From an optimization exercise on the open Yosys and OpenROAD flow, aimed at small area, a short achievable clock period and few clock cycles per item; shortcuts taken in it are not production practice.
Function was not checked in any run shown here: the RTL went through the layout flow alone.
Power figures rest on the tool's default switching activity, not on a simulated workload.

==> design/flow/design.v <==
module APB_Slave#( parameter DWIDTH = 32, AWIDTH = 5)
(   input                                      PCLK,             
    input                                   PRESETn,             
    input                                     PSELx,             
    input                                   PENABLE,             
    input                        [AWIDTH-1:0] PADDR,             
    input                                    PWRITE,             
    input                       [DWIDTH-1:0] PWDATA,             
    output reg                  [DWIDTH-1:0] PRDATA,             
    output                                   PREADY,             
    output                                   PSLVERR             
);
    reg           [DWIDTH-1:0] mem_arr[2**AWIDTH-1:0];
always @(posedge PCLK)
begin
    if(PSELx && PENABLE && PWRITE)
        mem_arr[PADDR] <= PWDATA;
end
always @(posedge PCLK)
begin
    PRDATA <= mem_arr[PADDR];
end
    assign PREADY  = 1'b1;
    assign PSLVERR = 1'b0;
endmodule
==> design/flow/run.sh <==
#!/bin/bash
# synth_recipe.tcl (not shown) runs the flow's synth.tcl, then flattens the netlist and writes it again
# the make line also repeats each setting of config.mk as NAME=value (left out here)
make -C /OpenROAD-flow-scripts/flow DESIGN_CONFIG=/design/flow/config.mk WORK_HOME=/design/flow/orfs CLKGATE_MAP_FILE= SYNTH_SCRIPT=/design/flow/synth_recipe.tcl finish
==> design/flow/config.mk <==
export PLATFORM = sky130hd
export DESIGN_NAME = APB_Slave
export DESIGN_NICKNAME = APB_Slave
export VERILOG_FILES = /design/flow/design.v
export SDC_FILE = /design/flow/constraint.sdc
export NUM_CORES = 4
export LEC_CHECK = 0
export CAP_MARGIN = 20
export CORE_MARGIN = 2
export CORE_UTILIZATION = 40
export SLEW_MARGIN = 20
==> design/flow/constraint.sdc <==
create_clock -name core_clock -period 5.5 [get_ports {PCLK}]
set_input_delay 1.1000 -clock core_clock [delete_from_list [all_inputs] [get_ports {PCLK}]]
set_output_delay 1.1000 -clock core_clock [all_outputs]
set_load 0.01 [all_outputs]
==> results of run 1 <==
## placed cells by master (no fill, tap or decap), drive strengths merged
| cell | synthesis | final |
|---|---|---|
| clkbuf | 19 | 136 |
| nand3b | 2 | 2 |
| or3 | 2 | 2 |
| nand3 | 3 | 3 |
| bufinv | 0 | 12 |
| edfxtp | 1024 | 1024 |
| or4 | 1 | 1 |
| inv | 1 | 5 |
| nand4 | 1 | 1 |
| clkinvlp | 0 | 6 |
| nand2 | 36 | 36 |
| diode | 0 | 3 |
| or4b | 4 | 4 |
| nand4b | 4 | 4 |
| clkdlybuf4s50 | 0 | 49 |
| dfxtp | 32 | 32 |
| buf | 109 | 114 |
| nand4bb | 6 | 6 |
| nor2 | 31 | 31 |
| or3b | 2 | 2 |
| nor4 | 64 | 64 |
| o22ai | 256 | 256 |
| conb | 2 | 2 |
| clkinv | 0 | 30 |
| nor3 | 4 | 4 |
| mux2i | 512 | 512 |
## cell families after synthesis
family	synth area share [%]
AO/OA/AOI/OAI	4.047
buffers and inverters	1.782
flip-flops	79.01
multiplexers	12.90
other	0.01890
AND/OR/NAND/NOR	2.245
## critical path, delay by kind of cell
kind / cells / cell delay (ns)
AO/OA/AOI/OAI: 1 / 0.24
AND/OR/NAND/NOR: 3 / 1.89
buffers and inverters: 1 / 1.07
## registers in the layout, summed over array words and instances, names as in the netlist
| signal | cells |
|---|---|
| mem_arr | 1024 |
| PRDATA | 32 |
## cell type report
type | count | area, um^2
fillers | 8153 | 52520
flip-flops and latches | 1056 | 31390
multi-input cells | 930 | 7894
clock buffers | 136 | 2780
well taps | 1287 | 1610
repair buffers | 163 | 1594
clock inverters | 52 | 620.6
diodes | 3 | 7.507
inverters | 1 | 3.754
## per-stage QoR
step	instance area [um^2]	total power (W)
3_3_place_gp	42570	0.009793
5_1_grt	45890	0.01714
3_5_place_dp	42600	0.009812
2_1_floorplan	39730	0.009432
4_1_cts	46000	0.01679
6_report	45900	0.01668
## metal layers
layer | global-route usage, % | up-vias | share of wire (%)
li1 | - | 8891 | -
met1 | 25.77 | 10444 | 43
met2 | 31.09 | 706 | 49
met3 | 3.016 | 150 | 6.5
met4 | 5.304 | 2 | 2.3
met5 | 0 | - | 0.013
## path summary, 6_finish.rpt
kind                     end  slack [ns]  cells after the start       startpoint
setup reg to reg  PRDATA[10]        3.75                      4  mem_arr[15][10]
setup / recovery   PRDATA[6]        1.70                      5         PADDR[4]
hold reg to reg   PRDATA[30]        0.66                      4  mem_arr[10][30]
hold / removal    PRDATA[30]        0.66                      4  mem_arr[10][30]
## power groups by stage
stage | Clock [W] | Sequential [W] | Combinational, W
6_report | 0.00705 | 0.00892 | 0.000707
4_1_cts | 0.00715 | 0.00893 | 0.000719
5_1_grt | 0.00747 | 0.00892 | 0.000753
3_3_place_gp | 0 | 0.00909 | 0.000698
3_5_place_dp | 0 | 0.00910 | 0.000717
2_1_floorplan | 0 | 0.00909 | 0.000344
## synth_stat cells, drive strengths merged
library cell	instances
nor3	4
inv	1
nor4	64
or4	1
nand4	1
mux2i	512
o22ai	256
nand3	3
or3b	2
or4b	4
dfxtp	32
nand4b	4
nand2	36
or3	2
clkbuf	19
edfxtp	1024
nand3b	2
nand4bb	6
conb	2
nor2	31
buf	109
==> notes.md, run 1 <==
Cell variety after synth=26; DR vias/cell=5.566; leakage=15.68 nW; clock share of power=42.3%; unrepaired setup endpoints after global routing=no; layout cells sized above 1=13.34%; GRT overflow=0; DRC=0; Post-DP HPWL=54,110 um; sequential fraction of the synthesis area=79.01%; mean post-synth cell area=18.79 um^2; # rows=115; Post-Syn Nets=2,157; GPL Wtd Cong=0.7823; CP Max Fanout=27; CTS tree=built; clock root buffer=clkbuf_16; initial antenna violation count=5; drt total wl=96,960 um; die area=0.1019 mm^2; synthesized instance count=2,115; Hold WC Path Type=register to register; largest area contributor in the netlist=edfxtp_1; Setup WS pre-CTS=1.121 ns; max-capacitance violation count=0; Worst-path clk slew=0.06 ns; worst vdd ir=0.0002508 V; Fin. Hold Viols=0; Yosys top cell area share=77.39%; Setup CP Type=primary input to register; Worst path slowest cell=clkdlybuf4s50_1; CP Launch Type=primary input; vias in the first global route=20,304; Synth Cell Area=0.03973 mm^2; CP peak stage delay=1.07 ns; Logic pwr share=4.2%; Slew Limit Fails=0; CTS resizes=0; Initial DRT Pass Iterations=5; Layout Cells excl Fill=3,628; f_max=263.1 MHz; main area contributors after synthesis=edfxtp_1 (77%), mux2i_1 (13%), o22ai_1 (4.0%); skew final=0.02484 ns; Die H=319.2 um; number of warnings issued by yosys=1; Layout Area Growth over Synthesis=15.53%; Inst Count DP=3,437; relative slew slack=23.36%; CTS buffer count=102; Final Cycle Share=69.12%; Final Setup Violations=0; Sw Share=20.40%; internal cell power=0.01328 W; Crit. End Element=register; #FFs+latches synth=1,056; clock tree sinks=1,056; pwr/cell area=363.4 mW/mm^2; chip width=319.2 um; DR iter-0 viols=1,942; Flop pwr share=53.5%; routed via count=20,193; minimum clock period after layout=3.802 ns; largest net degree at the start of global routing=112; Worst Max-Slew Pin Slew=1.146 ns; NetSw=0.003403 W; clock tree buffer depth=3; wire per inst=26.73 um; starting density of the core=40.37%; setup ws final=1.698 ns; Hold Slack=0.6569 ns; Post-CTS Hold Fix Bufs=0; post-route setup TNS=0 ns; post-CTS setup buffers=0; IO Count=76; first-pass GRT wire length=139,400 um; final cell utilization of the core=46.64%; run status=complete, no violations; htree depth=3; Req. time, crit path=6.03 ns; Core Area=0.09842 mm^2; crit path DAT=4.33 ns; # port buffers=72; Critical Path, Cell by Cell=clkdlybuf4s50_1 > or4_2 > o22ai_1 > nor4_1 > nand2_1; clock latency on the worst-skew pair=0.68 ns; remaining antenna violation count=0; fin nets=2,296; Total GRT Usage=18.80%
==> inputs of run 2 (changes only) <==
--- a/design/flow/config.mk
+++ b/design/flow/config.mk
@@ -8,4 +8,5 @@
 export CAP_MARGIN = 20
 export CORE_MARGIN = 2
 export CORE_UTILIZATION = 40
+export SETUP_SLACK_MARGIN = 2.5
 export SLEW_MARGIN = 20
==> run 2 against run 1 <==
Effect of this change:
- non-clock buffer count is 65 higher
- wire length increased by 5.8%
- register-to-register slack worse by 0.06 ns
- sequential power hardly changed
- synthesized cell count unchanged
- clock power increased by 2.8%
- area after synthesis unchanged
- clock-buffer cell count decreased by 7
- utilization is 1.1 points higher
==> notes.md, run 2 <==
run status=complete, no violations; critical register-to-register path endpoint=PRDATA[5]; IO Count=76; Post-DP HPWL=57,740 um; Worst Max-Slew Pin Slew=1.100 ns; # rows=115; pwr/cell area=360.0 mW/mm^2; CTS buffer count=102; Final Cycle Share=55.10%; R2R depth=4; clock tree sinks=1,056; sequential fraction of the synthesis area=79.01%; footprint of the multi-input gates=0.008071 mm^2; largest area contributor in the netlist=edfxtp_1; Worst-path clk slew=0.06 ns; CTS tree=built; main area contributors after synthesis=edfxtp_1 (77%), mux2i_1 (13%), o22ai_1 (4.0%); Synth top cells by count=edfxtp_1 (1,024), mux2i_1 (512), o22ai_1 (255); fin nets=2,363; f_max=330.0 MHz; Req. time, crit path=6.01 ns; skew final=0.04143 ns; Hold Path End=PRDATA[3]; # port buffers=72; largest net degree at the start of global routing=81; final cell utilization of the core=47.72%; drt total wl=102,500 um; number of warnings issued by yosys=1; reg2reg setup slack=3.69 ns; DRC=0; Initial DRT Pass Iterations=5; Yosys top cell area share=77.39%; CP Max Fanout=80; Total GRT Usage=19.85%; Reg2Reg Launch Point=mem_arr[17][5]; Fin. Hold Viols=0; unrepaired setup endpoints after global routing=no; Post-CTS Hold Fix Bufs=0; Cell variety after synth=26; Min-Delay Path Depth=4; startpoint of the worst hold path=mem_arr[12][3]; commonest non-fill, non-tap cell in the layout=edfxtp_1; first-pass GRT wire length=145,000 um; leakage=16.22 nW; DR vias/cell=5.624; Post-Syn Nets=2,157; layout cells sized above 1=16.36%; remaining antenna violation count=0; GRT overflow=0; prevailing post-synth register cell=edfxtp_1; Fillers=8,167; relative slew slack=26.41%; Post-synth EDFFs=1,024; die area=0.1019 mm^2; Crit. End Element=register; starting density of the core=40.37%; htree depth=3; #FFs+latches synth=1,056; minimum clock period after layout=3.030 ns; async set-reset flop share out of synthesis=0%; Largest regs=mem_arr: 1024 flops, PRDATA: 32 flops; Die H=319.2 um; clock latency on the worst-skew pair=0.69 ns; Setup CP Type=primary input to register; vias in the first global route=20,729; crit path DAT=3.54 ns; top-count cell post-synth=edfxtp_1; Layout Area Growth over Synthesis=18.21%; Reg with most FFs=mem_arr; worst vdd ir=0.0002195 V; DR iter-0 viols=2,117; chip width=319.2 um; max-capacitance violation count=0; most frequent cells in the layout=edfxtp_1 (1,024), mux2i_1 (512), o22ai_1 (255); initial antenna violation count=8; flip-flop and latch area=0.03139 mm^2; Synth Cell Area=0.03973 mm^2; routed via count=20,792; Slew Limit Fails=0; Final Setup Violations=0; Core Area=0.09842 mm^2; synthesized instance count=2,115; post-route setup TNS=0 ns; GPL Wtd Cong=0.7871; number of flip-flops in the largest register=1,024; CP Launch Type=primary input; clock tree buffer depth=3; Hold WC Path Type=register to register; wire per inst=27.74 um; clock root buffer=clkbuf_16; mean post-synth cell area=18.79 um^2
## run 2: final cells by class
cell class	instances	share of cell area [%]
clock buffer	129	5.821
inverter	1	0.007992
antenna	1	0.005328
timing repair buffer	228	5.009
tap	1287	3.429
multi-input combinational	932	17.19
clock inverter	63	1.705
sequential	1056	66.84
## run 2: kinds of logic (layout without fill, tap and decap cells)
group,Yosys count,in the layout,share of synthesized area (%)
buffers and inverters,129,421,1.782
other,2,3,0.01890
multiplexers,512,512,12.90
AND/OR/NAND/NOR,160,162,2.245
flip-flops,1056,1056,79.01
AO/OA/AOI/OAI,256,256,4.047
## run 2: power by group
part           leakage, nW  total [W]  switching [W]  internal [W]
sequential            9.48    0.00892      0.0000311       0.00889
clock                 1.71    0.00725        0.00300       0.00426
combinational         5.03   0.000737       0.000455      0.000282
## run 2: worst max-delay path by stage
stage / start / end / slack [ns] / depth (start not counted)
after floorplan: PADDR[1] / mem_arr[25][0] / 2.39 / 7
after global placement: PADDR[2] / PRDATA[13] / 0.95 / 7
after detailed placement: PADDR[2] / PRDATA[13] / 0.96 / 7
after CTS: PWRITE / mem_arr[28][0] / 2.51 / 5
after global routing: PWRITE / mem_arr[30][0] / 2.49 / 6
final: PADDR[1] / PRDATA[23] / 2.47 / 7
## run 2: worst max-delay path, stage by stage
cell	delay [ns]
buf_12	0.39
buf_12	0.32
buf_4	0.37
mux2i_1	0.23
o22ai_1	0.11
nor4_1	0.67
nand2_1	0.12
## run 2: metrics by stage
stage          instance area [um^2]  std cells  worst slack (ns)  hold slack (ns)  total power [W]
6_report                      46970       3697             2.470           0.6558          0.01691
5_1_grt                       46960       3696             2.495           0.6925          0.01739
4_1_cts                       46920       3683             2.507           0.6552          0.01702
3_5_place_dp                  42900       3449            0.9629           0.6413         0.009827
3_3_place_gp                  42880       3448            0.9506           0.6354         0.009810
2_1_floorplan                 40080       2115             2.385           0.5717         0.009446
## run 2: timing repair
action	CTS	global route
endpoints found under the setup margin	950	134
cloned	2	0
resized for setup	22	4
setup buffers	40	13
pin swaps	16	5
endpoints found under the hold margin	0	0
## run 2: routing by layer
layer	wire (um)	vias up	track usage, %
li1	-	9026	-
met1	43140	10832	27.12
met2	49030	776	32.11
met3	7933	148	3.944
met4	2371	10	6.122
met5	66	-	0
==> inputs of run 3 (changes only) <==
--- a/design/flow/config.mk
+++ b/design/flow/config.mk
@@ -8,5 +8,7 @@
 export CAP_MARGIN = 20
 export CORE_MARGIN = 2
 export CORE_UTILIZATION = 40
+export CTS_CLUSTER_DIAMETER = 100
+export CTS_CLUSTER_SIZE = 30
 export SETUP_SLACK_MARGIN = 2.5
 export SLEW_MARGIN = 20
==> run 3 against run 2 <==
Effect of this change:
- synthesized cell count unchanged
- sequential cell count unchanged
- utilization down 2.4 points
- die area unchanged
- critical path depth unchanged
- power down 20%
- register-to-register slack about the same
- critical path type unchanged
- highest routed layer unchanged
==> notes.md, run 3 <==
Worst-path clk slew=0.11 ns; main area contributors after synthesis=edfxtp_1 (77%), mux2i_1 (13%), o22ai_1 (4.0%); worst vdd ir=0.0002048 V; Reg2Reg Launch Point=mem_arr[14][15]; DR iter-0 viols=2,203; Worst path slowest cell=nor4_1; Post-Syn Nets=2,157; Design Area, Final=0.04464 mm^2; commonest non-fill, non-tap cell in the layout=edfxtp_1; CP Max Fanout=80; unrepaired setup endpoints after global routing=yes; crit path DAT=3.47 ns; max-capacitance violation count=0; async set-reset flop share out of synthesis=0%; sequential fraction of the synthesis area=79.01%; top-count cell post-synth=edfxtp_1; cell family with most CP delay=buffers and inverters; Post-CTS Hold Fix Bufs=0; clock root buffer=clkbuf_16; htree depth=2; DR vias/cell=5.677; largest area contributor in the netlist=edfxtp_1; critical register-to-register path endpoint=PRDATA[15]; post-route setup TNS=0 ns; Critical Path, Cell by Cell=buf_12 > buf_12 > buf_4 > mux2i_1 > o22ai_2 > nor4_1 > nand2_1; Synth Cell Area=0.03973 mm^2; Flop pwr share=66.0%; Layout Area Growth over Synthesis=12.35%; Crit. End Element=register; startpoint of the worst hold path=mem_arr[8][20]; die area=0.1019 mm^2; CP bufs+invs=3; Slew Limit Fails=0; Reg with most FFs=mem_arr; Die H=319.2 um; synthesized instance count=2,115; clock latency on the worst-skew pair=0.63 ns; CTS buffer count=41; prevailing post-synth register cell=edfxtp_1; relative slew slack=25.74%; Logic pwr share=5.5%; Fin. Hold Viols=0; Top cell by count, worst path=buf_12; routed via count=20,302; CP peak stage delay=0.60 ns; DRC=0; vias in the first global route=19,920; IO Count=76; Synth top cells by count=edfxtp_1 (1,024), mux2i_1 (512), o22ai_1 (255); Sw Share=20.64%; remaining antenna violation count=0; Layout Cells excl Fill=3,576; drt total wl=100,700 um; starting density of the core=40.37%; final total power=0.01348 W; Yosys top cell area share=77.39%; Min-Delay Path Depth=4; fin nets=2,299; clock share of power=28.5%; wire per inst=28.16 um; Post-synth EDFFs=1,024; run status=complete, no violations; skew final=0.03868 ns; Inst Count DP=3,449; Total GRT Usage=19.34%; reg2reg setup slack=3.68 ns; number of flip-flops in the largest register=1,024; Core Area=0.09842 mm^2; f_max=332.1 MHz; clock tree buffer depth=3; number of warnings issued by yosys=1; Final Cycle Share=54.75%; GPL Wtd Cong=0.7871; Initial DRT Pass Iterations=5; Hold Path End=PRDATA[20]; Fillers=8,420; GRT overflow=0; Hold WC Path Type=register to register; Largest regs=mem_arr: 1024 flops, PRDATA: 32 flops; initial antenna violation count=8; clock tree sinks=1,056; chip width=319.2 um; # rows=115; R2R depth=4; first-pass GRT wire length=141,800 um; mean post-synth cell area=18.79 um^2; Area after DPL=0.04290 mm^2; most frequent cells in the layout=edfxtp_1 (1,024), mux2i_1 (512), o22ai_1 (255); largest net degree at the start of global routing=81; Worst Max-Slew Pin Slew=1.110 ns; Final Setup Violations=0; layout cells sized above 1=12.41%; #FFs+latches synth=1,056; NetSw=0.002783 W; # port buffers=72; CP Launch Type=primary input; Setup CP Type=primary input to register; minimum clock period after layout=3.011 ns; internal cell power=0.01070 W; Post-DP HPWL=57,740 um; pwr/cell area=302.1 mW/mm^2; leakage=15.08 nW; Req. time, crit path=5.96 ns; CTS tree=built; Cell variety after synth=26
[run 3: cell counts after synthesis]
Identical to the previous run, type by type.
[run 3: metrics by stage]
stage / setup WS [ns] / hold slack [ns] / util, %
detailed placement: 0.9629 / 0.6413 / 43.59
finish: 2.489 / 0.6549 / 45.35
global route: 2.478 / 0.7122 / 45.35
CTS: 2.489 / 0.6620 / 45.27
floorplan: 2.385 / 0.5717 / -
global placement: 0.9506 / 0.6354 / 43.57
[run 3: worst reg2reg max path: cells and delay by family, from the launching register on]
family             cells  cell delay (ns)
AOI/OAI and AO/OA      1             0.15
DFF                    1             0.38
muxes                  1             0.24
and+or+nand+nor        2             0.90
[run 3: cell families after synthesis]
logic type / count (synthesis) / share of synthesized area [%]
DFF: 1056 / 79.01
buffers and inverters: 129 / 1.782
AOI/OAI and AO/OA: 256 / 4.047
and+or+nand+nor: 160 / 2.245
other: 2 / 0.01890
muxes: 512 / 12.90
[run 3: worst max path at each step]
stage / end / start / slack [ns] / cells past startpoint
floorplan: mem_arr[25][0] / PADDR[1] / 2.39 / 7
global placement: PRDATA[13] / PADDR[2] / 0.95 / 7
detailed placement: PRDATA[13] / PADDR[2] / 0.96 / 7
CTS: PRDATA[22] / PADDR[3] / 2.49 / 7
global route: PRDATA[18] / PADDR[3] / 2.48 / 6
finish: PRDATA[30] / PADDR[1] / 2.49 / 7
[run 3: layout make-up]
cell class	count	area [um^2]	share of cell area (%)
flip-flops and latches	1056	31390	70.32
inverters	1	3.754	0.008409
clock inverters	5	67.56	0.1514
diodes	1	2.502	0.005606
well taps	1287	1610	3.608
clock buffers	69	1174	2.629
multi-input cells	931	8069	18.08
repair buffers	226	2320	5.197
[run 3: per-layer routing]
metal	up-vias	global-route usage, %	wire length [um]
met3	118	3.321	6772
met5	-	0	61
met1	10693	27.07	43510
li1	8826	-	-
met2	655	31.82	48460
met4	10	4.088	1892
[run 3: power groups by stage]
stage | Clock [W] | Combinational [W] | Sequential, W
finish | 0.00385 | 0.000735 | 0.00890
global route | 0.00419 | 0.000781 | 0.00891
CTS | 0.00392 | 0.000742 | 0.00891
detailed placement | 0 | 0.000735 | 0.00909
global placement | 0 | 0.000719 | 0.00909
floorplan | 0 | 0.000358 | 0.00909
[run 3: what timing repair did]
| item | in CTS | in global routing |
|---|---|---|
| setup endpoints to repair | 993 | 144 |
| setup buffers | 37 | 14 |
| pin swaps | 15 | 5 |
| cloned | 1 | 0 |
| resized for setup | 22 | 8 |
==> inputs of run 4 (changes only) <==
--- a/design/flow/config.mk
+++ b/design/flow/config.mk
@@ -5,10 +5,11 @@
 export SDC_FILE = /design/flow/constraint.sdc
 export NUM_CORES = 4
 export LEC_CHECK = 0
+export ABC_CLOCK_PERIOD_IN_PS = 2000
 export CAP_MARGIN = 20
 export CORE_MARGIN = 2
 export CORE_UTILIZATION = 40
 export CTS_CLUSTER_DIAMETER = 100
 export CTS_CLUSTER_SIZE = 30
-export SETUP_SLACK_MARGIN = 2.5
+export SETUP_SLACK_MARGIN = 3.3
 export SLEW_MARGIN = 20
==> run 4 against run 3 <==
Effect of this change:
- still clean
- sequential cell count is the same
- worst setup slack improved by 0.74 ns
- die area is the same
- clock skew shrank 0.0093 ns
- sequential share of layout area shrank 2.5 points
- wire length rose by 2.5%
- register-to-register slack better by 0.34 ns
- sequential power is essentially flat
- utilization increased by 1.8 points
- critical path depth decreased by 6
- critical endpoint is now PRDATA[1]
- largest cell class unchanged
==> notes.md, run 4 <==
max-capacitance violation count=0; #FFs+latches synth=1,056; most frequent cells in the layout=edfxtp_1 (1,024), mux2i_1 (512), o22ai_1 (247); Adder-Cell Fraction of Synth Area=0%; Largest regs=mem_arr: 1024 flops, PRDATA: 32 flops; Logic pwr share=6.3%; f_max=440.2 MHz; starting density of the core=40.37%; Yosys top cell area share=77.39%; CTS tree=built; mean post-synth cell area=18.79 um^2; Final Cycle Share=41.30%; XOR/XNOR Fraction of Synth Area=0%; Layout Area Growth over Synthesis=16.73%; Die H=319.2 um; DR vias/cell=5.691; routed via count=20,801; commonest non-fill, non-tap cell in the layout=edfxtp_1; CP Launch Type=register; Synth Area in Compound Gates=4.047%; GPL Wtd Cong=0.7575; CTS buffer count=41; cell family with most CP delay=flip-flops; remaining antenna violation count=0; simple-gate share of the synthesized area=2.245%; synthesized instance count=2,115; Core Area=0.09842 mm^2; Hold WC Path Type=register to register; Post-Syn Nets=2,157; Initial DRT Pass Iterations=5; Final Setup Violations=0; Flop pwr share=65.6%; post-synthesis mux area share=12.90%; CP peak stage delay=0.41 ns; layout cells sized above 1=19.49%; Fillers=8,134; DRC=0; worst vdd ir=0.0002805 V; largest family of logic cells by synthesized area=multiplexers; main area contributors after synthesis=edfxtp_1 (77%), mux2i_1 (13%), o22ai_1 (4.0%); initial antenna violation count=5; Critical Path, Cell by Cell=buf_6; number of warnings issued by yosys=1; Synth top cells by count=edfxtp_1 (1,024), mux2i_1 (512), o22ai_1 (255); prevailing post-synth register cell=edfxtp_1; Inst Count DP=3,435; chip width=319.2 um; NetSw=0.002854 W; clock share of power=28.1%; Slew Limit Fails=0; vias in the first global route=20,073; drt total wl=103,300 um; htree depth=2; IO Count=76; Fin. Hold Viols=0; pwr/cell area=293.0 mW/mm^2; first-pass GRT wire length=144,000 um; Total GRT Usage=19.63%; Worst Max-Slew Pin Slew=1.092 ns; DR iter-0 viols=2,312; wire per inst=28.25 um; Cell variety after synth=26; Req. time, crit path=4.40 ns; Post-synth EDFFs=1,024; number of flip-flops in the largest register=1,024; sequential fraction of the synthesis area=79.01%; clock latency on the worst-skew pair=0.62 ns; unrepaired setup endpoints after global routing=yes; CP bufs+invs=1; async set-reset flop share out of synthesis=0%; Worst path slowest cell=dfxtp_4; Post-CTS Hold Fix Bufs=0; setup ws final=3.228 ns; Setup CP Type=register to output port; CP Max Fanout=1; GRT overflow=0; minimum clock period after layout=2.272 ns; Layout Cells excl Fill=3,655; crit path DAT=1.17 ns; internal cell power=0.01074 W; fin nets=2,375; Setup WS pre-CTS=1.059 ns; post-route setup TNS=0 ns; leakage=15.89 nW; clock tree buffer depth=3; # rows=115; Worst-path clk slew=0.12 ns; Crit. End Element=output port; Synth Cell Area=0.03973 mm^2; footprint of the multi-input gates=0.008616 mm^2; Reg with most FFs=mem_arr; flip-flop and latch area=0.03145 mm^2; Sw Share=21.00%; # port buffers=72; run status=complete, no violations; skew final=0.02933 ns; die area=0.1019 mm^2; clock root buffer=clkbuf_16; relative slew slack=26.96%; clock tree sinks=1,056; largest net degree at the start of global routing=42; Post-DP HPWL=53,040 um; top-count cell post-synth=edfxtp_1; largest area contributor in the netlist=edfxtp_1
## run 4: worst paths after layout
path	start	depth (start not counted)	end	slack (ns)
worst max-delay path	PRDATA[1]	1	PRDATA[1]	3.23
worst min-delay path	mem_arr[8][5]	4	PRDATA[5]	0.65
worst max register to register	mem_arr[18][2]	5	PRDATA[2]	4.02
worst min register to register	mem_arr[8][5]	4	PRDATA[5]	0.65
## run 4: power by group through the flow
stage	Sequential [W]	Clock, W	Combinational [W]
floorplan	0.00909	0	0.000373
global placement	0.00909	0	0.000714
detailed placement	0.00909	0	0.000728
CTS	0.00892	0.00389	0.000840
global route	0.00892	0.00414	0.000906
finish	0.00892	0.00382	0.000857
## run 4: metrics by stage
step | util [%] | cell area [um^2] | hold WS [ns] | power [W]
3_5_place_dp | 43.15 | 42470 | 0.6348 | 0.009823
4_1_cts | 46.78 | 46040 | 0.6528 | 0.01365
6_report | 47.12 | 46380 | 0.6548 | 0.01359
2_1_floorplan | - | 40250 | 0.5717 | 0.009461
5_1_grt | 47.12 | 46370 | 0.6946 | 0.01397
3_3_place_gp | 43.16 | 42480 | 0.6270 | 0.009807
## run 4: final cells by class
class	count	share of cell area, %
clock buffer	73	2.563
antenna	3	0.01619
timing repair buffer	290	7.470
clock inverter	2	0.08363
multi-input combinational	943	18.58
tap	1287	3.472
sequential	1056	67.81
inverter	1	0.008093
## run 4: cells by family after synthesis
family,Yosys count
simple gates,160
buf+inv,129
other cells,2
compound gates,256
mux,512
flops,1056
## run 4: repair_timing
item                                    in CTS  in global routing
buffers inserted                            99                  9
resized for setup                          384                 39
endpoints found under the setup margin    1088                142
cloned                                      28                  6
hold endpoints to repair                     0                  0
pin swaps                                   37                  7
## run 4: layer usage
layer / GRT usage [%] / up-vias / routed length [um]
li1: - / 9017 / -
met1: 26.90 / 10926 / 42980
met2: 32.31 / 738 / 50120
met3: 3.747 / 114 / 7696
met4: 4.895 / 6 / 2426
met5: 0 / - / 34
==> inputs of run 5 (changes only) <==
--- a/design/flow/config.mk
+++ b/design/flow/config.mk
@@ -11,5 +11,5 @@
 export CORE_UTILIZATION = 40
 export CTS_CLUSTER_DIAMETER = 100
 export CTS_CLUSTER_SIZE = 30
-export SETUP_SLACK_MARGIN = 3.3
+export SETUP_SLACK_MARGIN = 3.0
 export SLEW_MARGIN = 20
==> run 5 against run 4 <==
Effect of this change:
- largest power group unchanged
- still clean on timing, DRC and antenna
- global-route usage up 0.14 points
- power down 0.90%
- register-to-register slack worse by 0.05 ns
- sequential cell count unchanged
==> notes.md, run 5 <==
Reg2Reg Launch Point=mem_arr[14][6]; wire per inst=28.35 um; mean post-synth cell area=18.79 um^2; Post-DP HPWL=57,190 um; f_max=400.7 MHz; prevailing post-synth register cell=edfxtp_1; Layout Area Growth over Synthesis=13.59%; starting density of the core=40.37%; startpoint of the worst hold path=mem_arr[8][22]; Largest regs=mem_arr: 1024 flops, PRDATA: 32 flops; drt total wl=102,400 um; Hold WC Path Type=register to register; Final Cycle Share=45.37%; # port buffers=72; Synth Cell Area=0.03973 mm^2; Setup CP Type=primary input to register; most frequent cells in the layout=edfxtp_1 (1,024), mux2i_1 (512), o22ai_1 (255); Core Area=0.09842 mm^2; Fin. Hold Viols=0; Hold Path End=PRDATA[22]; max-capacitance violation count=0; Worst-path clk slew=0.11 ns; skew final=0.02709 ns; GRT overflow=0; clock latency on the worst-skew pair=0.61 ns; largest net degree at the start of global routing=57; setup ws final=3.004 ns; routed via count=20,386; first-pass GRT wire length=145,100 um; Crit. End Element=register; fin nets=2,333; clock tree buffer depth=3; R2R depth=4; DR iter-0 viols=2,011; CTS tree=built; Synth top cells by count=edfxtp_1 (1,024), mux2i_1 (512), o22ai_1 (255); Die H=319.2 um; Req. time, crit path=6.06 ns; vias in the first global route=19,895; async set-reset flop share out of synthesis=0%; number of warnings issued by yosys=1; minimum clock period after layout=2.496 ns; Total GRT Usage=19.76%; Slew Limit Fails=0; Worst Max-Slew Pin Slew=1.129 ns; die area=0.1019 mm^2; run status=complete, no violations; critical register-to-register path endpoint=PRDATA[6]; chip width=319.2 um; Min-Delay Path Depth=4; number of flip-flops in the largest register=1,024; final total power=0.01347 W; leakage=15.40 nW; clock root buffer=clkbuf_16; Design Area, Final=0.04513 mm^2; main area contributors after synthesis=edfxtp_1 (77%), mux2i_1 (13%), o22ai_1 (4.0%); post-route setup TNS=0 ns; htree depth=2; Final Setup Violations=0; CTS buffer count=41; commonest non-fill, non-tap cell in the layout=edfxtp_1; reg2reg setup slack=3.97 ns; layout cells sized above 1=14.64%; Reg with most FFs=mem_arr; clock tree sinks=1,056; synthesized instance count=2,115; Initial DRT Pass Iterations=5; DR vias/cell=5.646; # rows=115; top-count cell post-synth=edfxtp_1; IO Count=76; relative slew slack=24.47%; #FFs+latches synth=1,056; Post-synth EDFFs=1,024; GPL Wtd Cong=0.7761; sequential fraction of the synthesis area=79.01%; Area after DPL=0.04262 mm^2; CP Launch Type=primary input; pwr/cell area=298.4 mW/mm^2; CP Max Fanout=15; DRC=0; remaining antenna violation count=0; Post-Syn Nets=2,157; Hold Slack=0.6249 ns; largest area contributor in the netlist=edfxtp_1; Setup WS pre-CTS=0.9435 ns; Yosys top cell area share=77.39%; unrepaired setup endpoints after global routing=yes; crit path DAT=3.06 ns; Cell variety after synth=26; initial antenna violation count=7; worst vdd ir=0.0002415 V
[run 5: changes by cell type in the layout (fill, tap and decap cells not counted), sizes merged]
cell,before,now
or4b,9,5
nand4bb,9,6
buf,275,200
bufbuf,4,5
clkdlybuf4s50,5,17
clkbuf,79,74
nand2,37,36
nor2,34,32
diode,3,1
dlygate4sd2,0,35
[run 5: final cells by class]
class | instances | area [um^2]
well taps | 1287 | 1610
fillers | 8281 | 53290
multi-input cells | 933 | 8290
clock buffers | 73 | 1189
repair buffers | 258 | 2597
diodes | 1 | 2.502
inverters | 1 | 3.754
clock inverters | 2 | 38.79
flip-flops and latches | 1056 | 31400
[run 5: how the worst max path moves through the flow]
stage | startpoint | end | slack [ns] | cells after the start
floorplan | PADDR[1] | mem_arr[25][0] | 2.39 | 7
global placement | PADDR[2] | PRDATA[4] | 1.00 | 6
detailed placement | PADDR[2] | PRDATA[4] | 0.94 | 6
CTS | PADDR[0] | PRDATA[27] | 3.00 | 7
global route | PADDR[0] | PRDATA[18] | 2.98 | 7
finish | PADDR[3] | PRDATA[13] | 3.00 | 7
[run 5: kinds of logic after synthesis]
logic type / count (synthesis) / synth area share [%]
and+or+nand+nor: 160 / 2.245
AOI/OAI and AO/OA: 256 / 4.047
DFF: 1056 / 79.01
other: 2 / 0.01890
buffers and inverters: 129 / 1.782
muxes: 512 / 12.90
[run 5: critical path: stages]
cell	delay [ns]
clkbuf_4	0.24
buf_4	0.26
or4b_4	0.72
buf_4	0.23
o22ai_1	0.28
nor4_4	0.10
nand2_1	0.10
[run 5: metrics by stage]
step           utilization (%)  instances
2_1_floorplan                -       2115
3_3_place_gp             43.31       3439
3_5_place_dp             43.31       3439
4_1_cts                  45.76       3601
5_1_grt                  45.85       3610
6_report                 45.85       3611
[run 5: layer usage]
metal	share of wire [%]	track usage (%)
met5	0.019	0
met4	2.2	4.822
met3	5.4	2.235
met2	49	32.89
met1	43	27.85
[run 5: report_power, final]
part | internal, W | switching (W)
Sequential | 0.00887 | 0.0000288
Combinational | 0.000272 | 0.000469
Clock | 0.00151 | 0.00231
[run 5: repair_timing]
action                                  4_1_cts  5_1_grt
gates resized for setup                     115       16
pin swaps                                    40        7
gates cloned                                  9        0
hold buffers                                  0        0
setup buffers                                78        9
endpoints found under the setup margin     1088       81
==> inputs of run 6 (changes only) <==
--- a/design/flow/config.mk
+++ b/design/flow/config.mk
@@ -9,7 +9,5 @@
 export CAP_MARGIN = 20
 export CORE_MARGIN = 2
 export CORE_UTILIZATION = 40
-export CTS_CLUSTER_DIAMETER = 100
-export CTS_CLUSTER_SIZE = 30
-export SETUP_SLACK_MARGIN = 3.0
+export SETUP_SLACK_MARGIN = 3.5
 export SLEW_MARGIN = 20
==> run 6 against run 5 <==
Effect of this change:
- critical path depth decreased by 6
- area after synthesis did not move
- register-to-register slack about the same
- die area unchanged
- fmax is 8.5% higher
- global-route usage up 1.7 points
- largest power group unchanged
- sequential share of layout area shrank 11 points
- design area grew 19%
- worst setup slack better by 0.20 ns
- sequential cell count unchanged
- synthesized cell count unchanged
- highest routed layer unchanged
- critical path type is now register to output port
- largest cell class unchanged
==> notes.md, run 6 <==
# rows=115; mean post-synth cell area=18.79 um^2; CP Launch Type=register; critical register-to-register path endpoint=PRDATA[3]; Die H=319.2 um; clock root buffer=clkbuf_16; relative slew slack=28.35%; IO Count=76; Crit. End Element=output port; Area after DPL=0.04247 mm^2; GRT Max-Usage Layer=met2; R2R depth=4; crit path DAT=1.20 ns; GPL Wtd Cong=0.7575; Synth top cells by count=edfxtp_1 (1,024), mux2i_1 (512), o22ai_1 (255); Post-synth EDFFs=1,024; max-capacitance violation count=0; Fin. Hold Viols=0; Total GRT Usage=21.46%; number of warnings issued by yosys=1; synthesized instance count=2,115; commonest non-fill, non-tap cell in the layout=edfxtp_1; leakage=18.88 nW; drt total wl=121,300 um; Layout Area Growth over Synthesis=34.90%; layout cells sized above 1=34.33%; Worst-path clk slew=0.07 ns; Initial DRT Pass Iterations=7; post-route setup TNS=0 ns; reg2reg setup slack=3.97 ns; DRC=0; DR iter-0 viols=2,692; Hold Path End=PRDATA[22]; die area=0.1019 mm^2; chip width=319.2 um; worst vdd ir=0.0002537 V; minimum clock period after layout=2.300 ns; Reg2Reg Launch Point=mem_arr[14][3]; largest area contributor in the netlist=edfxtp_1; CP peak stage delay=0.39 ns; GRT overflow=0; clock latency on the worst-skew pair=0.69 ns; CP Max Fanout=1; CTS tree=built; Final Setup Violations=0; DR vias/cell=5.866; routed via count=23,317; prevailing post-synth register cell=edfxtp_1; f_max=434.8 MHz; pwr/cell area=313.8 mW/mm^2; run status=complete, no violations; GRT met3 Usage=3.067%; Worst path slowest cell=dfxtp_4; Post-DP HPWL=53,040 um; Critical Path, Cell by Cell=buf_6; Cell variety after synth=26; clock tree buffer depth=3; sequential fraction of the synthesis area=79.01%; met1 Track Usage GR=29.31%; remaining antenna violation count=0; fin nets=2,642; Post-Syn Nets=2,157; Core Area=0.09842 mm^2; main area contributors after synthesis=edfxtp_1 (77%), mux2i_1 (13%), o22ai_1 (4.0%); vias in the first global route=21,537; first-pass GRT wire length=156,400 um; CP bufs+invs=1; GR Util met2=35.12%; Design Area, Final=0.05360 mm^2; startpoint of the worst hold path=mem_arr[6][22]; wire per inst=30.51 um; top-count cell post-synth=edfxtp_1; most frequent cells in the layout=edfxtp_1 (1,024), mux2i_1 (491), o22ai_1 (143); Worst Max-Slew Pin Slew=1.073 ns; starting density of the core=40.37%; Hold WC Path Type=register to register; Final Cycle Share=41.82%; Yosys top cell area share=77.39%; Slew Limit Fails=0; async set-reset flop share out of synthesis=0%; Min-Delay Path Depth=4; largest net degree at the start of global routing=42; Largest regs=mem_arr: 1024 flops, PRDATA: 32 flops; #FFs+latches synth=1,056; final total power=0.01682 W; Synth Cell Area=0.03973 mm^2; unrepaired setup endpoints after global routing=yes; initial antenna violation count=5; cell family with most CP delay=flip-flops; htree depth=3; clock tree sinks=1,056; Req. time, crit path=4.40 ns; number of flip-flops in the largest register=1,024; Setup CP Type=register to output port; skew final=0.02916 ns; # port buffers=72; Reg with most FFs=mem_arr; CTS buffer count=101
[run 6: cell counts after synthesis]
No cell type changed its count.
[run 6: timing repair]
action                                   CTS  global route
pin swaps                                 58           110
hold buffers                               0             0
endpoints found under the setup margin  1422           829
setup buffers                            154           106
resized for setup                        519           376
gates cloned                              54            35
[run 6: per-stage QoR]
| step | setup slack, ns | hold WS, ns | instances | util [%] |
|---|---|---|---|---|
| detailed placement | 1.059 | 0.6348 | 3435 | 43.15 |
| finish | 3.200 | 0.6383 | 3975 | 54.46 |
| global route | 3.191 | 0.6762 | 3974 | 54.46 |
| CTS | 3.179 | 0.6458 | 3832 | 50.65 |
| floorplan | 2.387 | 0.5717 | 2115 | - |
| global placement | 1.153 | 0.6270 | 3435 | 43.16 |
[run 6: how the worst max path moves through the flow]
| stage | endpoint | cells after the start | slack (ns) | start |
|---|---|---|---|---|
| after floorplan | mem_arr[25][0] | 7 | 2.39 | PADDR[1] |
| after global placement | PRDATA[4] | 6 | 1.15 | PADDR[3] |
| after detailed placement | mem_arr[14][26] | 5 | 1.06 | PADDR[2] |
| after CTS | PRDATA[1] | 1 | 3.18 | PRDATA[1] |
| after global routing | PRDATA[1] | 1 | 3.19 | PRDATA[1] |
| final | PRDATA[1] | 1 | 3.20 | PRDATA[1] |
[run 6: where the power goes]
group	internal (W)	switching, W	leakage [nW]	total (W)
logic	0.000495	0.000614	7.83	0.00111
clock network	0.00381	0.00297	1.57	0.00678
registers	0.00889	0.0000387	9.48	0.00893
[run 6: logic make-up (layout without fill, tap and decap cells)]
logic type | count (synthesis) | in the layout | synth area share, %
mux | 512 | 512 | 12.90
flops | 1056 | 1056 | 79.01
other cells | 2 | 4 | 0.01890
compound gates | 256 | 256 | 4.047
simple gates | 160 | 175 | 2.245
buf+inv | 129 | 685 | 1.782
[run 6: area by class of cell]
class	count	area [um^2]
multi-input combinational	945	10030
tap	1287	1610
timing repair buffer	495	7300
clock buffer	131	2660
fill	7291	44820
clock inverter	58	541.8
inverter	1	3.754
sequential	1056	31450
antenna	2	5.005
[run 6: routing by layer]
metal	vias up	part of all wire, %
met5	-	0.031
met4	6	4.6
met3	283	7.7
met2	1212	48
met1	12155	39
li1	9661	-
[run 6: worst reg2reg max path, delay by kind of cell (launching register included)]
family           cells  cell delay, ns
AND/OR/NAND/NOR      2            0.59
flip-flops           1            0.43
multiplexers         1            0.22
AO/OA/AOI/OAI        1            0.15
==> inputs of run 7 (changes only) <==
--- a/design/flow/design.v
+++ b/design/flow/design.v
@@ -10,15 +10,28 @@
     output                                   PREADY,             
     output                                   PSLVERR             
 );
-    reg           [DWIDTH-1:0] mem_arr[2**AWIDTH-1:0];
+    localparam DEPTH = 2**AWIDTH;
+    reg           [DWIDTH-1:0] mem_arr[DEPTH-1:0];
+    wire           [DEPTH-1:0] word_sel;                         
+    reg           [DWIDTH-1:0] rd_word;
+    integer                    k;
+    genvar g;
+    generate
+        for (g = 0; g < DEPTH; g = g + 1) begin : dec
+            assign word_sel[g] = (PADDR == g);
+            always @(posedge PCLK)
+                if (PSELx && PENABLE && PWRITE && word_sel[g])
+                    mem_arr[g] <= PWDATA;
+        end
+    endgenerate
+    always @(*) begin
+        rd_word = {DWIDTH{1'b0}};
+        for (k = 0; k < DEPTH; k = k + 1)
+            rd_word = rd_word | (mem_arr[k] & {DWIDTH{word_sel[k]}});
+    end
 always @(posedge PCLK)
 begin
-    if(PSELx && PENABLE && PWRITE)
-        mem_arr[PADDR] <= PWDATA;
-end
-always @(posedge PCLK)
-begin
-    PRDATA <= mem_arr[PADDR];
+    PRDATA <= rd_word;
 end
     assign PREADY  = 1'b1;
     assign PSLVERR = 1'b0;
==> design/flow/config.mk (replaced) <==
export PLATFORM = sky130hd
export DESIGN_NAME = APB_Slave
export DESIGN_NICKNAME = APB_Slave
export VERILOG_FILES = /design/flow/design.v
export SDC_FILE = /design/flow/constraint.sdc
export NUM_CORES = 4
export LEC_CHECK = 0
export CAP_MARGIN = 20
export CORE_MARGIN = 2
export CORE_UTILIZATION = 40
export SLEW_MARGIN = 20
==> run 7 against run 6 <==
Effect of this change:
- largest cell class unchanged
- register-to-register slack worse by 0.84 ns
- power is 0.91% lower
- synthesized cell count is 3.0% lower
- clock power is 5.5% higher
- largest power group unchanged
- first-iteration DRC count is 3.5% higher
- via count is 8.8% lower
- final cell count is 11% lower
- die area is 3.6% lower
- clock-buffer cell count is 10 higher
==> notes.md, run 7 <==
sequential fraction of the synthesis area=82.02%; Synth Cell Area=0.03827 mm^2; Hold WC Path Type=register to register; flip-flop and latch area=0.03139 mm^2; Critical Path, Cell by Cell=clkdlybuf4s50_1 > nand2_1 > nor3_4 > buf_4 > a22oi_1 > nand4_1 > or4_1; pwr/cell area=373.8 mW/mm^2; routed via count=21,262; Fin. Hold Viols=0; Reg2Reg Launch Point=mem_arr[26][31]; R2R depth=5; Reg with most FFs=mem_arr; reg2reg setup slack=3.13 ns; Worst path slowest cell=clkdlybuf4s50_1; unrepaired setup endpoints after global routing=no; # rows=113; clock tree buffer depth=3; # port buffers=72; Final Cycle Share=77.25%; Hold Path End=PRDATA[0]; Cell variety after synth=57; Core Area=0.09487 mm^2; CP peak stage delay=1.07 ns; DR iter-0 viols=2,786; post-CTS setup buffers=0; startpoint of the worst hold path=mem_arr[2][0]; drt total wl=105,800 um; largest net degree at the start of global routing=37; initial antenna violation count=4; Sw Share=20.11%; CTS resizes=0; NetSw=0.003351 W; CTS tree=built; Logic pwr share=3.6%; relative slew slack=23.76%; layout cells sized above 1=16.25%; remaining antenna violation count=0; starting density of the core=40.34%; number of flip-flops in the largest register=1,024; async set-reset flop share out of synthesis=0%; die area=0.09816 mm^2; Post-Syn Nets=2,094; clock root buffer=clkbuf_16; Min-Delay Path Depth=3; fin nets=2,233; Yosys top cell area share=80.35%; most frequent cells in the layout=edfxtp_1 (1,024), a22oi_1 (355), clkbuf_16 (104); CP Max Fanout=18; commonest non-fill, non-tap cell in the layout=edfxtp_1; Slew Limit Fails=0; CP Launch Type=primary input; Post-synth EDFFs=1,024; DRC=0; Flop pwr share=53.5%; Post-CTS Hold Fix Bufs=0; Layout Area Growth over Synthesis=16.48%; minimum clock period after layout=4.249 ns; Setup WS pre-CTS=0.7293 ns; IO Count=76; f_max=235.4 MHz; Die H=313.3 um; internal cell power=0.01331 W; critical register-to-register path endpoint=PRDATA[31]; clock tree sinks=1,056; footprint of the multi-input gates=0.006609 mm^2; CP bufs+invs=2; mean post-synth cell area=18.65 um^2; setup ws final=1.251 ns; Req. time, crit path=6.08 ns; Initial DRT Pass Iterations=5; final total power=0.01666 W; Worst Max-Slew Pin Slew=1.141 ns; main area contributors after synthesis=edfxtp_1 (80%), a22oi_1 (7.0%), dfxtp_1 (1.7%); Post-DP HPWL=60,860 um; skew final=0.02252 ns; chip width=313.3 um; final cell utilization of the core=46.99%; Fillers=7,813; Final Setup Violations=0; htree depth=3; CTS buffer count=103; GPL Wtd Cong=0.8209; prevailing post-synth register cell=edfxtp_1; Worst-path clk slew=0.06 ns; run status=complete, no violations; number of warnings issued by yosys=2; wire per inst=29.87 um; crit path DAT=4.83 ns; worst vdd ir=0.0002366 V; GRT overflow=0; largest area contributor in the netlist=edfxtp_1; synthesized instance count=2,052; vias in the first global route=21,048; clock latency on the worst-skew pair=0.67 ns; Setup CP Type=primary input to register; leakage=13.99 nW; DR vias/cell=6.001; Crit. End Element=register; post-route setup TNS=0 ns; #FFs+latches synth=1,056; Largest regs=mem_arr: 1024 flops, PRDATA: 32 flops; max-capacitance violation count=0; Synth top cells by count=edfxtp_1 (1,024), a22oi_1 (355), clkbuf_1 (72); Total GRT Usage=21.28%; top-count cell post-synth=edfxtp_1; first-pass GRT wire length=149,200 um; cell family with most CP delay=simple AND/OR/NAND/NOR gates; clock share of power=42.9%
==> run 7: changes by cell type in the layout (fill, tap and decap cells not counted), sizes merged, moves of 28 or more <==
cell,previous run,this run
a22oi,0,355
nand3,3,35
or4,2,30
clkdlybuf4s50,3,55
a22o,0,33
a21oi,0,28
mux2,0,33
o22ai,256,0
o211ai,0,28
nor4,64,1
buf,457,110
mux2i,512,37
nand4,1,60
nor2,34,64
==> run 7: metal layers <==
metal	vias to the layer above	GRT usage, %	part of all wire (%)
met2	1132	34.31	47
met1	11024	28.33	39
li1	8883	-	-
met3	221	4.875	9.6
met5	-	0	0.013
met4	2	7.884	3.4
==> run 7: cells by family (layout without fill, tap and decap cells) <==
logic type	after synthesis	in the layout	synth area share, %
DFF	1056	1056	82.02
AOI/OAI and AO/OA	501	501	9.985
and+or+nand+nor	287	287	4.270
buffers and inverters	134	359	1.645
muxes	72	72	2.057
other	2	3	0.01962
==> run 7: area by class of cell <==
cell class | instances | area share (%)
Antenna cell | 1 | 0.005614
Clock buffer | 141 | 6.374
Clock inverter | 50 | 1.375
Inverter | 3 | 0.02526
Multi-Input combinational cell | 862 | 14.83
Sequential cell | 1056 | 70.42
Tap cell | 1265 | 3.551
Timing Repair Buffer | 165 | 3.424
==> run 7: power by group through the flow <==
| stage | sequential (W) | combinational [W] | clock [W] |
|---|---|---|---|
| global route | 0.00891 | 0.000638 | 0.00754 |
| finish | 0.00891 | 0.000602 | 0.00715 |
| floorplan | 0.00909 | 0.000222 | 0 |
| global placement | 0.00908 | 0.000592 | 0 |
| detailed placement | 0.00909 | 0.000604 | 0 |
| CTS | 0.00892 | 0.000606 | 0.00723 |
==> run 7: per-stage QoR <==
step	hold slack, ns	instances	area (um^2)
2_1_floorplan	0.5037	2052	38270
4_1_cts	0.5773	3541	44630
5_1_grt	0.6022	3543	44580
3_3_place_gp	0.5575	3348	41120
6_report	0.5751	3543	44580
3_5_place_dp	0.5590	3350	41170
==> run 7: how the worst max path moves through the flow <==
stage                  start        endpoint  depth (start not counted)
global placement    PADDR[0]      PRDATA[31]                          7
global route        PADDR[0]      PRDATA[31]                          7
detailed placement  PADDR[0]      PRDATA[31]                          7
CTS                 PADDR[0]      PRDATA[31]                          7
floorplan           PADDR[2]  mem_arr[26][0]                          5
finish              PADDR[0]      PRDATA[31]                          7
==> run 7: worst min-delay path: cells and delay by family, from the launching register on <==
kind	cells	cell delay, ns
AO/OA/AOI/OAI	1	0.07
flip-flops	1	0.32
AND/OR/NAND/NOR	2	0.15
==> inputs of run 8 (changes only) <==
--- a/design/flow/design.v
+++ b/design/flow/design.v
@@ -1,3 +1,32 @@
+module APB_Slave_aoi3
+(   input       [2:0] sel,
+    input       [2:0] d,
+    output            y
+);
+    assign y = ~|(sel & d);
+endmodule
+module APB_Slave_aoi2
+(   input       [1:0] sel,
+    input       [1:0] d,
+    output            y
+);
+    assign y = ~|(sel & d);
+endmodule
+module APB_Slave_rdbit
+(   input       [31:0] sel,
+    input       [31:0] d,
+    output             q
+);
+    wire [10:0] y;                                               
+    genvar k;
+    generate
+        for (k = 0; k < 10; k = k + 1) begin : g3
+            APB_Slave_aoi3 u (.sel(sel[3*k+2:3*k]), .d(d[3*k+2:3*k]), .y(y[k]));
+        end
+    endgenerate
+    APB_Slave_aoi2 u2 (.sel(sel[31:30]), .d(d[31:30]), .y(y[10]));
+    assign q = ~&y;
+endmodule
 module APB_Slave#( parameter DWIDTH = 32, AWIDTH = 5)
 (   input                                      PCLK,             
     input                                   PRESETn,             
@@ -13,9 +42,8 @@
     localparam DEPTH = 2**AWIDTH;
     reg           [DWIDTH-1:0] mem_arr[DEPTH-1:0];
     wire           [DEPTH-1:0] word_sel;                         
-    reg           [DWIDTH-1:0] rd_word;
-    integer                    k;
-    genvar g;
+    wire          [DWIDTH-1:0] rd_word;
+    genvar g, b;
     generate
         for (g = 0; g < DEPTH; g = g + 1) begin : dec
             assign word_sel[g] = (PADDR == g);
@@ -23,12 +51,14 @@
                 if (PSELx && PENABLE && PWRITE && word_sel[g])
                     mem_arr[g] <= PWDATA;
         end
+        for (b = 0; b < DWIDTH; b = b + 1) begin : rd
+            wire [DEPTH-1:0] column;
+            for (g = 0; g < DEPTH; g = g + 1) begin : col
+                assign column[g] = mem_arr[g][b];
+            end
+            APB_Slave_rdbit u_bit (.sel(word_sel), .d(column), .q(rd_word[b]));
+        end
     endgenerate
-    always @(*) begin
-        rd_word = {DWIDTH{1'b0}};
-        for (k = 0; k < DEPTH; k = k + 1)
-            rd_word = rd_word | (mem_arr[k] & {DWIDTH{word_sel[k]}});
-    end
 always @(posedge PCLK)
 begin
     PRDATA <= rd_word;
--- a/design/flow/config.mk
+++ b/design/flow/config.mk
@@ -8,4 +8,8 @@
 export CAP_MARGIN = 20
 export CORE_MARGIN = 2
 export CORE_UTILIZATION = 40
+export CTS_CLUSTER_DIAMETER = 100
+export CTS_CLUSTER_SIZE = 30
+export SETUP_SLACK_MARGIN = 3.3
 export SLEW_MARGIN = 20
+export SYNTH_HIERARCHICAL = 1
==> run 8 against run 7 <==
Effect of this change:
- design area fell by 2.4%
- clock power fell by 47%
- final cell count fell by 11%
- sequential cell count did not move
- via count fell by 3.3%
- sequential share of layout area rose by 1.8 points
- worst hold slack got worse by 0.013 ns
- fmax rose by 68%
- largest cell class unchanged
- largest power group unchanged
- highest routed layer unchanged
==> notes.md, run 8 <==
run status=complete, no violations; cell family with most CP delay=simple AND/OR/NAND/NOR gates; GPL Wtd Cong=0.7835; Post-DP HPWL=53,580 um; startpoint of the worst hold path=mem_arr[10][4]; clock tree buffer depth=3; Setup CP Type=primary input to register; Slew Limit Fails=0; f_max=396.1 MHz; Post-Syn Nets=1,679; chip width=305.1 um; Synth Cell Area=0.03627 mm^2; DR iter-0 viols=4,084; number of warnings issued by yosys=8; critical register-to-register path endpoint=PRDATA[2]; synthesized instance count=1,637; CP bufs+invs=3; reg2reg setup slack=3.83 ns; DR vias/cell=6.491; crit path DAT=3.03 ns; CP Max Fanout=11; DRC=0; clock latency on the worst-skew pair=0.62 ns; most frequent cells in the layout=edfxtp_1 (1,024), a222oi_1 (320), buf_4 (84); Fillers=7,180; routed via count=20,556; Yosys top cell area share=84.77%; main area contributors after synthesis=edfxtp_1 (85%), a222oi_1 (8.8%), dfxtp_1 (1.8%); wire per inst=34.86 um; clock tree sinks=1,056; initial antenna violation count=2; Hold Path End=PRDATA[4]; Hold WC Path Type=register to register; Crit. End Element=register; Layout Area Growth over Synthesis=19.93%; sequential fraction of the synthesis area=86.53%; critical path depth=8; GRT met3 Usage=5.352%; footprint of the multi-input gates=0.005645 mm^2; first-pass GRT wire length=147,300 um; commonest non-fill, non-tap cell in the layout=edfxtp_1; unrepaired setup endpoints after global routing=yes; remaining antenna violation count=0; mean post-synth cell area=22.16 um^2; CP Launch Type=primary input; Fin. Hold Viols=0; Total GRT Usage=22.47%; Reg2Reg Launch Point=mem_arr[3][2]; clock root buffer=clkbuf_16; CTS buffer count=41; GRT overflow=0; CP peak stage delay=0.46 ns; Final Cycle Share=45.91%; post-route setup TNS=0 ns; Core Area=0.09001 mm^2; Initial DRT Pass Iterations=9; IO Count=76; largest area contributor in the netlist=edfxtp_1; Cell variety after synth=26; Worst path slowest cell=or3_4; final cell utilization of the core=48.33%; Synth top cells by count=edfxtp_1 (1,024), a222oi_1 (320), nand4_1 (65); layout cells sized above 1=23.57%; CTS tree=built; Reg with most FFs=mem_arr; drt total wl=110,400 um; Worst Max-Slew Pin Slew=1.129 ns; top-count cell post-synth=edfxtp_1; die area=0.09311 mm^2; Critical Path, Cell by Cell=buf_12 > buf_6 > or3b_4 > nor2_4 > buf_12 > a222oi_1 > nand4_1 > or3_4; Req. time, crit path=6.01 ns; vias in the first global route=19,407; Top cell by count, worst path=buf_12; fin nets=2,002; Worst-path clk slew=0.11 ns; # port buffers=72; Final Setup Violations=0; GRT Max-Usage Layer=met2; relative slew slack=24.48%; number of flip-flops in the largest register=1,024; minimum clock period after layout=2.525 ns; worst vdd ir=0.0002049 V; GR Util met2=35.37%; flip-flop and latch area=0.03143 mm^2; htree depth=2; Largest regs=mem_arr: 1024 flops, PRDATA: 32 flops; async set-reset flop share out of synthesis=0%; # rows=110; prevailing post-synth register cell=edfxtp_1; leakage=13.37 nW; CP Launch Point=PADDR[4]; largest net degree at the start of global routing=33; starting density of the core=40.30%; Min-Delay Path Depth=3; max-capacitance violation count=0; #FFs+latches synth=1,056; Die H=305.1 um; met1 Track Usage GR=30.99%; R2R depth=3; pwr/cell area=306.4 mW/mm^2; skew final=0.02497 ns; Post-synth EDFFs=1,024
[run 8: layout make-up]
| class | instances | share of cell area, % |
|---|---|---|
| multi-input cells | 570 | 12.98 |
| clock inverters | 2 | 0.1064 |
| diodes | 1 | 0.005752 |
| well taps | 1176 | 3.382 |
| flip-flops and latches | 1056 | 72.25 |
| inverters | 1 | 0.01726 |
| clock buffers | 71 | 2.666 |
| repair buffers | 290 | 8.599 |
[run 8: worst max-delay path by stage]
stage	end
floorplan	mem_arr[17][0]
global placement	PRDATA[17]
detailed placement	PRDATA[26]
CTS	PRDATA[26]
global route	PRDATA[9]
finish	PRDATA[9]
[run 8: cells by family after synthesis]
kind of cell | Yosys count | share of synthesized area, %
flops | 1056 | 86.53
other cells | 2 | 0.02070
simple gates | 211 | 3.284
buf+inv | 16 | 0.2276
compound gates | 352 | 9.934
[run 8: stage by stage]
step	setup WS [ns]	cells	power [W]	hold WS (ns)	instance area, um^2
after global placement	0.9515	2952	0.009598	0.5603	39630
after global routing	3.002	3166	0.01367	0.6066	43500
final	2.975	3167	0.01333	0.5616	43510
after floorplan	2.174	1637	0.009258	0.5164	36670
after detailed placement	0.9622	2952	0.009608	0.5625	39630
after CTS	3.089	3140	0.01334	0.5752	42990
[run 8: where the power goes]
| group | switching, W | internal [W] |
|---|---|---|
| Clock | 0.00229 | 0.00148 |
| Combinational | 0.000387 | 0.000250 |
| Sequential | 0.0000379 | 0.00888 |
| Total | 0.00272 | 0.0106 |
[run 8: worst reg2reg max path, delay by kind of cell, from the launching register on]
| family | cells | cell delay (ns) |
|---|---|---|
| DFF | 1 | 0.39 |
| AOI/OAI and AO/OA | 1 | 0.52 |
| and+or+nand+nor | 2 | 0.63 |
[run 8: per-layer routing]
metal	wire, um	vias up
li1	-	8242
met1	41970	10731
met2	51690	1383
met3	13040	196
met4	3677	4
met5	27	-
[run 8: per-module statistics from Yosys, one instance, submodules excluded]
module           flops+latches  cells inside
APB_Slave                 1056          1157
APB_Slave_aoi3               0             1
APB_Slave_aoi2               0             1
APB_Slave_rdbit              0             4
[run 8: repair_timing]
item | 4_1_cts | 5_1_grt
pin swaps | 203 | 97
gates cloned | 19 | 8
setup endpoints to repair | 1088 | 403
hold buffers | 0 | 0
setup buffers | 96 | 18
resized for setup | 395 | 55
==> inputs of run 9 (changes only) <==
==> design/flow/design.v (replaced) <==
module APB_Slave#( parameter DWIDTH = 32, AWIDTH = 5)            
(   input                                      PCLK,             
    input                                   PRESETn,             
    input                                     PSELx,             
    input                                   PENABLE,             
    input                        [AWIDTH-1:0] PADDR,             
    input                                    PWRITE,             
    input                       [DWIDTH-1:0] PWDATA,             
    output reg                  [DWIDTH-1:0] PRDATA,             
    output                                   PREADY,             
    output                                   PSLVERR             
);  
    localparam                  [2:0] IDLE   = 3'b000;           
    localparam                  [2:0] READY  = 3'b001;           
    localparam                  [2:0] READ   = 3'b010;           
    localparam                  [2:0] WRITE  = 3'b011;           
    localparam                  [2:0] ERROR  = 3'b100;           
    reg                           [2:0] current_state;           
    reg                           [2:0]    next_state;           
    reg           [DWIDTH-1:0] mem_arr[2**AWIDTH-1:0];           
    wire          [AWIDTH-1:0]           base_address;           
    wire                                   PADDR_VALID;          
always @(posedge PCLK,negedge PRESETn)
    if(!PRESETn)
        current_state <= IDLE;  
    else
        current_state <= next_state;  
always @(*)
begin
    case(current_state)  
        IDLE : 
                next_state <= PSELx? READY:IDLE;  
        READY: 
                next_state <= !PSELx?                IDLE   
                            : !PADDR_VALID?         ERROR  
                            : !PENABLE?             READY  
                            : !PWRITE?              READ
                            :                       WRITE; 
        WRITE: 
                next_state <= !PSELx?                IDLE   
                            : !PENABLE?             READY  
                            :                       WRITE; 
        READ : 
                next_state <= !PSELx?                IDLE   
                            : !PENABLE?             READY  
                            :                       READ;  
        ERROR: 
                next_state <= PSELx&!PADDR_VALID?   ERROR  
                            : PSELx?                READY  
                            :                       IDLE;  
        default:
                next_state <= IDLE;
    endcase
end
always @(posedge PCLK)
begin
    if(current_state==READY && PSELx && PENABLE && PWRITE)
        mem_arr[PADDR] <= PWDATA;
end
always @(*)
begin
    if(current_state==READY && PSELx && PENABLE && !PWRITE)
        PRDATA = mem_arr[PADDR];
    else
        PRDATA = {DWIDTH{1'b0}};
end
    assign base_address[AWIDTH-1:0] = 'b0;
    assign PADDR_VALID = (PADDR>base_address) || (PADDR<(2**AWIDTH-1+base_address));
    assign PREADY= (current_state==READY);
    assign PSLVERR= (current_state==ERROR);
endmodule
--- a/design/flow/config.mk
+++ b/design/flow/config.mk
@@ -8,8 +8,4 @@
 export CAP_MARGIN = 20
 export CORE_MARGIN = 2
 export CORE_UTILIZATION = 40
-export CTS_CLUSTER_DIAMETER = 100
-export CTS_CLUSTER_SIZE = 30
-export SETUP_SLACK_MARGIN = 3.3
 export SLEW_MARGIN = 20
-export SYNTH_HIERARCHICAL = 1
==> run 9 against run 8 <==
Effect of this change:
- fmax decreased by 53%
- sequential power decreased by 3.4%
- worst hold slack got worse by 0.030 ns
- critical path type is now primary input to output port
- register-to-register slack got worse by 1.8 ns
- wire length decreased by 6.1%
- area after synthesis increased by 8.3%
- sequential cell count decreased by 29
- still clean
- design area increased by 5.7%
- non-clock buffer count decreased by 97
- combinational power decreased by 5.7%
- first-iteration DRC count decreased by 46%
- power increased by 23%
==> notes.md, run 9 <==
starting density of the core=40.49%; f_max=185.3 MHz; GPL Wtd Cong=0.8118; clock latency on the worst-skew pair=0.71 ns; Worst-path clk slew=0.06 ns; post-CTS setup buffers=0; startpoint of the worst hold path=current_state[2]; pwr/cell area=357.0 mW/mm^2; number of flip-flops in the largest register=1,024; clock root buffer=clkbuf_16; number of warnings issued by yosys=1; die area=0.1007 mm^2; mean post-synth cell area=18.76 um^2; DR vias/cell=5.757; routed via count=20,875; Crit. End Element=output port; DRC=0; clock tree sinks=1,027; Yosys top cell area share=78.30%; Req. time, crit path=4.40 ns; remaining antenna violation count=0; worst vdd ir=0.0002623 V; drt total wl=103,700 um; # rows=114; flip-flop and latch area=0.03082 mm^2; Synth top cells by count=edfxtp_1 (1,024), mux2i_1 (512), o22ai_1 (255); Total GRT Usage=20.56%; leakage=15.58 nW; layout cells sized above 1=14.18%; skew final=0.06277 ns; Layout Area Growth over Synthesis=17.06%; Final Cycle Share=98.10%; # port buffers=75; setup ws final=0.1043 ns; Core Area=0.09699 mm^2; Final Setup Violations=0; Min-Delay Path Depth=1; fin nets=2,303; Initial DRT Pass Iterations=5; largest area contributor in the netlist=edfxtp_1; footprint of the multi-input gates=0.008034 mm^2; chip width=317.3 um; Fin. Hold Viols=0; Die H=317.3 um; Post-DP HPWL=57,930 um; clock tree buffer depth=3; Setup WS pre-CTS=0.2536 ns; initial antenna violation count=7; Cell variety after synth=31; post-route setup TNS=0 ns; Post-Syn Nets=2,135; Worst path slowest cell=clkdlybuf4s50_1; Critical Path, Cell by Cell=clkdlybuf4s50_1 > buf_4 > nand4bb_4 > buf_4 > o22ai_1 > nor4_1 > buf_4 > a21oi_1 > clkdlybuf4s50_1; reg2reg setup slack=1.99 ns; largest net degree at the start of global routing=55; vias in the first global route=20,909; Worst Max-Slew Pin Slew=1.079 ns; critical register-to-register path endpoint=mem_arr[18][2]; run status=complete, no violations; Post-CTS Hold Fix Bufs=0; CP peak stage delay=0.76 ns; R2R depth=5; relative slew slack=27.85%; CP bufs+invs=5; Fillers=8,030; DR iter-0 viols=2,214; main area contributors after synthesis=edfxtp_1 (78%), mux2i_1 (13%), o22ai_1 (4.1%); Reg2Reg Launch Point=current_state[2]; Top cell by count, worst path=buf_4; most frequent cells in the layout=edfxtp_1 (1,024), mux2i_1 (512), o22ai_1 (255); Setup CP Type=primary input to output port; Synth Cell Area=0.03927 mm^2; Largest regs=mem_arr: 1024 flops, current_state: 3 flops; htree depth=3; Hold Path End=current_state[1]; wire per inst=28.59 um; Slew Limit Fails=0; synthesized instance count=2,093; crit path DAT=4.30 ns; Reg with most FFs=mem_arr; CP Launch Type=primary input; async set-reset flop share out of synthesis=0.2921%; Post-synth EDFFs=1,024; CTS tree=built; commonest non-fill, non-tap cell in the layout=edfxtp_1; minimum clock period after layout=5.396 ns; max-capacitance violation count=0; GRT overflow=0; IO Count=76; top-count cell post-synth=edfxtp_1; prevailing post-synth register cell=edfxtp_1; Hold WC Path Type=register to register; #FFs+latches synth=1,027; first-pass GRT wire length=146,300 um; CP Max Fanout=13; cell family with most CP delay=buffers and inverters; unrepaired setup endpoints after global routing=no; CTS buffer count=103; sequential fraction of the synthesis area=78.50%
## run 9: cell types whose count changed after synthesis, moves of 31 or more
cell,change
mux2i_1,+512
a222oi_1,-320
o22ai_1,+255
nand4_1,-64
nor4_1,+64
buf_2,+61
clkbuf_1,+36
a21oi_1,+33
a22oi_2,-32
dfxtp_1,-32
or3_1,-32
nand3_1,-31
## run 9: logic make-up after synthesis
family / share of synthesized area [%]
flip-flops: 78.50
multiplexers: 13.05
AO/OA/AOI/OAI: 4.547
AND/OR/NAND/NOR: 2.084
buffers and inverters: 1.813
other: 0.009550
## run 9: power breakdown
group / leakage (nW) / switching, W / internal, W
clock network: 1.71 / 0.00295 / 0.00425
logic: 4.64 / 0.000381 / 0.000220
registers: 9.24 / 0.00000191 / 0.00861
## run 9: cell type report
class	count	area share, %
Antenna cell	2	0.01089
Tap cell	1276	3.473
Clock buffer	124	5.825
Clock inverter	68	1.824
Sequential cell	1027	67.06
Timing Repair Buffer	193	4.333
Multi-Input combinational cell	936	17.48
## run 9: how the worst max path moves through the flow
stage,startpoint,cells past startpoint,end
4_1_cts,PADDR[2],9,PRDATA[11]
5_1_grt,PADDR[2],9,PRDATA[9]
3_5_place_dp,PADDR[2],9,PRDATA[11]
3_3_place_gp,PADDR[2],9,PRDATA[11]
6_report,PADDR[2],9,PRDATA[9]
2_1_floorplan,PADDR[0],6,mem_arr[14][0]
## run 9: repair_timing
action,in CTS,in global routing
endpoints found under the setup margin,0,1
endpoints found under the hold margin,0,0
gates resized for setup,0,1
## run 9: stage by stage
| step | cell area (um^2) | cells | power (W) | util, % | hold WS [ns] |
|---|---|---|---|---|---|
| after floorplan | 39270 | 2093 | 0.009106 | - | 0.4658 |
| after global placement | 42520 | 3432 | 0.009373 | 43.83 | 0.4789 |
| after detailed placement | 42520 | 3432 | 0.009389 | 43.83 | 0.5128 |
| after CTS | 46030 | 3624 | 0.01654 | 47.46 | 0.5336 |
| after global routing | 45970 | 3625 | 0.01686 | 47.39 | 0.5814 |
| final | 45970 | 3626 | 0.01641 | 47.39 | 0.5313 |
## run 9: metal layers
metal  GRT usage, %  up-vias  wire length [um]
met1          28.12    10835             42870
met3          4.278      178              8789
met5              0        -                48
met4          6.669        8              2999
met2          32.99      920             48960
li1               -     8934                 -

==> re-timing with driven ports <==
No port has a modelled driver above. Below, the same layouts with a new extraction and two added sets of constraints. Step 1 sets driving cells, clkbuf_16 on the clock port and buf_2 on the other inputs (assumed; they add their load-dependent delay and slew). Step 2, shift: input delay + t, output delay - t, t = (earliest + latest rising clock arrival at the registers) / 2. This alone moves slack from input paths to output paths. Slacks: no drivers / after step 1 / after step 2; pairs: no drivers / after step 1.
run	shift t [ns]	setup slack, ns
run 1	0.742	1.698 / 1.729 / 0.988
run 2	0.738	2.470 / 2.473 / 1.735
run 3	0.677	2.489 / 2.493 / 1.816
run 4	0.684	3.228 / 3.153 / 2.469
run 5	0.677	3.004 / 2.901 / 2.224
run 6	0.744	3.200 / 3.051 / 2.307
run 7	0.732	1.251 / 1.294 / 0.562
run 8	0.675	2.975 / 2.956 / 2.281
run 9	0.750	0.104 / 0.006 / 0.006
After both steps setup and hold are still met in every run listed.
